This is an optimization exercise on Yosys and OpenROAD, whose aim is small area, a short achievable clock period and few clock cycles per item, not a production implementation.
In this exercise RTL edits were held to simulation tests only and were not proved equivalent to the original.

== exp/delta ==
==> flow/design.v (excerpt) <==
module Practica_1
#(
	parameter NBits = 8,
	parameter N2Bits = NBits*2
)
(
	input clk,
	input reset,
	input start,
	input [NBits-1:0] multiplier,
	input [NBits-1:0] multiplicand,
	output [6:0]uni_Seg_out,
	output [6:0]dec_Seg_out,
	output [6:0]cen_Seg_out,
	output [6:0]thou_Seg_out,
	output [6:0]thou2_Seg_out,
	output [6:0]sign_Seg_out,
	output ready
);
==> flow/config.mk <==
export PLATFORM = sky130hd
export DESIGN_NAME = Practica_1
export DESIGN_NICKNAME = Practica_1
export VERILOG_FILES = /design/flow/design.v
export SDC_FILE = /design/flow/constraint.sdc
export NUM_CORES = 4
export LEC_CHECK = 0
export ABC_AREA = 1
export CAP_MARGIN = 20
export CORE_MARGIN = 2
export CORE_UTILIZATION = 40
export SETUP_SLACK_MARGIN = 5
export SLEW_MARGIN = 20
==> flow/constraint.sdc <==
create_clock -name core_clock -period 12.0 [get_ports {clk}]
set_input_delay 2.4000 -clock core_clock [delete_from_list [all_inputs] [get_ports {clk}]]
set_output_delay 2.4000 -clock core_clock [all_outputs]
set_load 0.01 [all_outputs]
standard.sh (not shown) runs the stock make flow with config.mk's settings and CLKGATE_MAP_FILE= SYNTH_SCRIPT=/design/flow/synth_recipe.tcl, a recipe that flattens the netlist after the stock synthesis.
==> flow/flow/run.sh <==
#!/bin/bash
# The standard layout (standard.sh), with two changes:
#  - synthesis maps logic with flow/abc_custom.script (see flow/my_synth.tcl);
#  - port buffers are sky130_fd_sc_hd__buf_2 cells.
# make's output goes to flow_make.log here; each tool's full log is under orfs/logs.
set -euo pipefail
bash standard.sh "SYNTH_SCRIPT=$PWD/flow/my_synth.tcl" \
  "BUFFER_PORTS_ARGS=-buffer_cell sky130_fd_sc_hd__buf_2" finish > flow_make.log 2>&1
==> flow/flow/abc_custom.script <==
strash
dch
map -a
topo
stime -c
buffer -c
upsize -c
dnsize -c
==> flow/flow/my_synth.tcl <==
# The standard synthesis (synth_recipe.tcl), with one change: the ABC
# technology-mapping call uses the script named by abc_custom.script next to
# this file instead of ORFS's abc_area/abc_speed script.  Registers, their
# names and cell types come from the same steps as the standard synthesis.
set ::custom_abc_script [file join [file dirname [file normalize [info script]]] abc_custom.script]
proc abc {args} {
  set i [lsearch -exact $args -script]
  if {$i >= 0} { lset args [expr {$i + 1}] $::custom_abc_script }
  puts "custom abc: $args"
  yosys abc {*}$args
}
proc synth {args} { yosys synth -nofsm -noshare {*}$args }
source $::env(SCRIPTS_DIR)/synth.tcl
# left out here: clear keep_hierarchy, flatten, clean up, hide names made inside functions, write 1_2_yosys.v
Testbench counts of exp/delta, summed over its fixed seeds: cycles 16,000, items 8,000.
What exp/onyx does differently from exp/delta at the input level:
==> flow/flow/run.sh <==
#!/bin/bash
set -euo pipefail
bash standard.sh SETUP_SLACK_MARGIN=6.0 finish > flow_make.log 2>&1
removed: flow/flow/abc_custom.script
removed: flow/flow/my_synth.tcl
==> comparison <==
The run with more routed wire is exp/onyx, not exp/delta.
The following lists how exp/ember was set up differently from exp/onyx:
Settings: setting ABC_CLOCK_PERIOD_IN_PS to 5000 for the first time; changing ABC_AREA from 1 to 0.
==> flow/run.sh (new file) <==
#!/bin/bash
# synth_recipe.tcl (not shown) runs the flow's synth.tcl, then flattens the netlist and writes it again
# the make line also repeats each setting of config.mk as NAME=value (left out here)
make -C /OpenROAD-flow-scripts/flow DESIGN_CONFIG=/design/flow/config.mk WORK_HOME=/design/flow/orfs CLKGATE_MAP_FILE= SYNTH_SCRIPT=/design/flow/synth_recipe.tcl finish
removed: flow/flow/run.sh
removed: flow/standard.sh
Notes after the runs:
- Lower synthesized cell count among exp/ember and exp/onyx: exp/onyx
- exp/ember vs exp/onyx: width of the chip up in exp/ember
- Summary of exp/ember over exp/onyx: total routed wire length on the met1 layer picked up an extra 63%.
- Taking exp/onyx as the reference point, the average wire per cell in the routed design of exp/ember rises by 47%.
- Dominant combinational cell family by area after synthesis = simple AND/OR/NAND/NOR gates: exp/onyx; dominant combinational cell family by area after synthesis = compound AO/OA/AOI/OAI gates: exp/ember
- Looking at overall fraction of global-route tracks in use across exp/ember and exp/onyx, the one that comes out higher is exp/ember.
- Comparing the two runs side by side, exp/ember comes out behind exp/onyx on first-pass GRT wire length.
#### Input delta (exp/yarrow over exp/ember)
Settings: ABC_CLOCK_PERIOD_IN_PS removed (was 5000); ABC_AREA changed from 0 to 1.
==> flow/flow/run.sh (new file) <==
#!/bin/bash
set -euo pipefail
bash standard.sh SETUP_SLACK_MARGIN=6.5 finish > flow_make.log 2>&1
==> flow/standard.sh (new file) <==
#!/bin/bash
# synth_recipe.tcl (not shown) runs the flow's synth.tcl, then flattens the netlist and writes it again
# the make line also repeats each setting of config.mk as NAME=value (left out here)
make -C /OpenROAD-flow-scripts/flow DESIGN_CONFIG=/design/flow/config.mk WORK_HOME=/design/flow/orfs CLKGATE_MAP_FILE= SYNTH_SCRIPT=/design/flow/synth_recipe.tcl "${@:-finish}"
removed: flow/run.sh
### Flow results
Taking exp/ember as the reference, in exp/yarrow via count now sits lower, routed wire length now sits lower, sum of routed wire segments on met1 now sits lower.
Of exp/ember and exp/yarrow, the higher achievable frequency belongs to exp/yarrow.
Final area sits lower in exp/yarrow than in exp/ember.
Taking exp/ember as the reference, in exp/yarrow height of the chip down about 12%; area of the multi-input gates lost about 18%.
### exp/yarrow -> exp/umber
Settings: setting CTS_BUF_LIST to sky130_fd_sc_hd__clkbuf_4 for the first time; setting PLACE_DENSITY to 0.8 for the first time; changing CORE_UTILIZATION from 40 to 70; removing SETUP_SLACK_MARGIN (formerly 5).
==> flow/flow/run.sh <==
#!/bin/bash
# The standard layout (standard.sh), with two changes:
#  - synthesis maps logic with flow/abc_custom.script (see flow/my_synth.tcl);
#  - port buffers are sky130_fd_sc_hd__buf_2 cells.
# make's output goes to flow_make.log here; each tool's full log is under orfs/logs.
set -euo pipefail
bash standard.sh "SYNTH_SCRIPT=$PWD/flow/my_synth.tcl" \
  "BUFFER_PORTS_ARGS=-buffer_cell sky130_fd_sc_hd__buf_2" finish > flow_make.log 2>&1
==> flow/flow/abc_custom.script (new file) <==
strash
dch
map -a
topo
stime -c
buffer -c
upsize -c
dnsize -c
==> flow/flow/my_synth.tcl (new file) <==
# The standard synthesis (synth_recipe.tcl), with one change: the ABC
# technology-mapping call uses the script named by abc_custom.script next to
# this file instead of ORFS's abc_area/abc_speed script.  Registers, their
# names and cell types come from the same steps as the standard synthesis.
set ::custom_abc_script [file join [file dirname [file normalize [info script]]] abc_custom.script]
proc abc {args} {
  set i [lsearch -exact $args -script]
  if {$i >= 0} { lset args [expr {$i + 1}] $::custom_abc_script }
  puts "custom abc: $args"
  yosys abc {*}$args
}
proc synth {args} { yosys synth -nofsm -noshare {*}$args }
source $::env(SCRIPTS_DIR)/synth.tcl
# left out here: clear keep_hierarchy, flatten, clean up, hide names made inside functions, write 1_2_yosys.v
exp/umber reached the end of the flow, and the finished layout is clean on the timing, design-rule and antenna checks. In exp/umber the adder-cell share of the synthesized area turned out 3.7 points higher than in exp/yarrow. The non-clock buffer count of exp/umber is lower than that of exp/yarrow. Looking at commonest non-fill, non-tap cell in the layout, the sky130_fd_sc_hd__nor2_1 result is from exp/umber; the sky130_fd_sc_hd__nand2_1 one comes from exp/yarrow. exp/umber vs. exp/yarrow: sequential share of the synthesized area increased by 0.91 points relative to the old numbers, die area dropped about 50%, async set-or-reset flop fraction in the synthesized netlist roughly the same, compound-gate portion of the synthesized area increased 16 points.

==> port drivers added, routing unchanged <==
Ports are ideal in the flow. The routed layouts listed here were re-timed in OpenROAD.
Step 1 sets driving cells, clkbuf_16 on the clock port and buf_2 on the other inputs (assumed; they add their load-dependent delay and slew).
Step 2 moves the port delays by t, midway between the first and last clock arrival at a register: inputs arrive t later, outputs are due t later. That takes back most of the time a late clock gives input paths.
a / b / c = no drivers / after step 1 / after step 2; a / b = the first two.
run | t, ns | slack for setup (ns) | worst register clock-pin slew, ns | worst data-port slew with drivers (ns) | pins driven straight from the clock port
exp/delta | 0.284 | 4.393 / 4.357 / 4.641 | 0.05 / 0.05 | 0.05 | 1
exp/onyx | 0.288 | 5.163 / 5.128 / 5.344 | 0.06 / 0.06 | 0.08 | 1
exp/ember | 0.286 | 4.047 / 4.011 / 4.297 | 0.06 / 0.06 | 0.04 | 1
exp/yarrow | 0.283 | 5.151 / 5.118 / 5.369 | 0.05 / 0.05 | 0.12 | 1
exp/umber | 0.324 | 4.112 / 4.087 / 4.411 | 0.11 / 0.11 | 0.03 | 1
After both steps setup and hold are still met in every run listed.
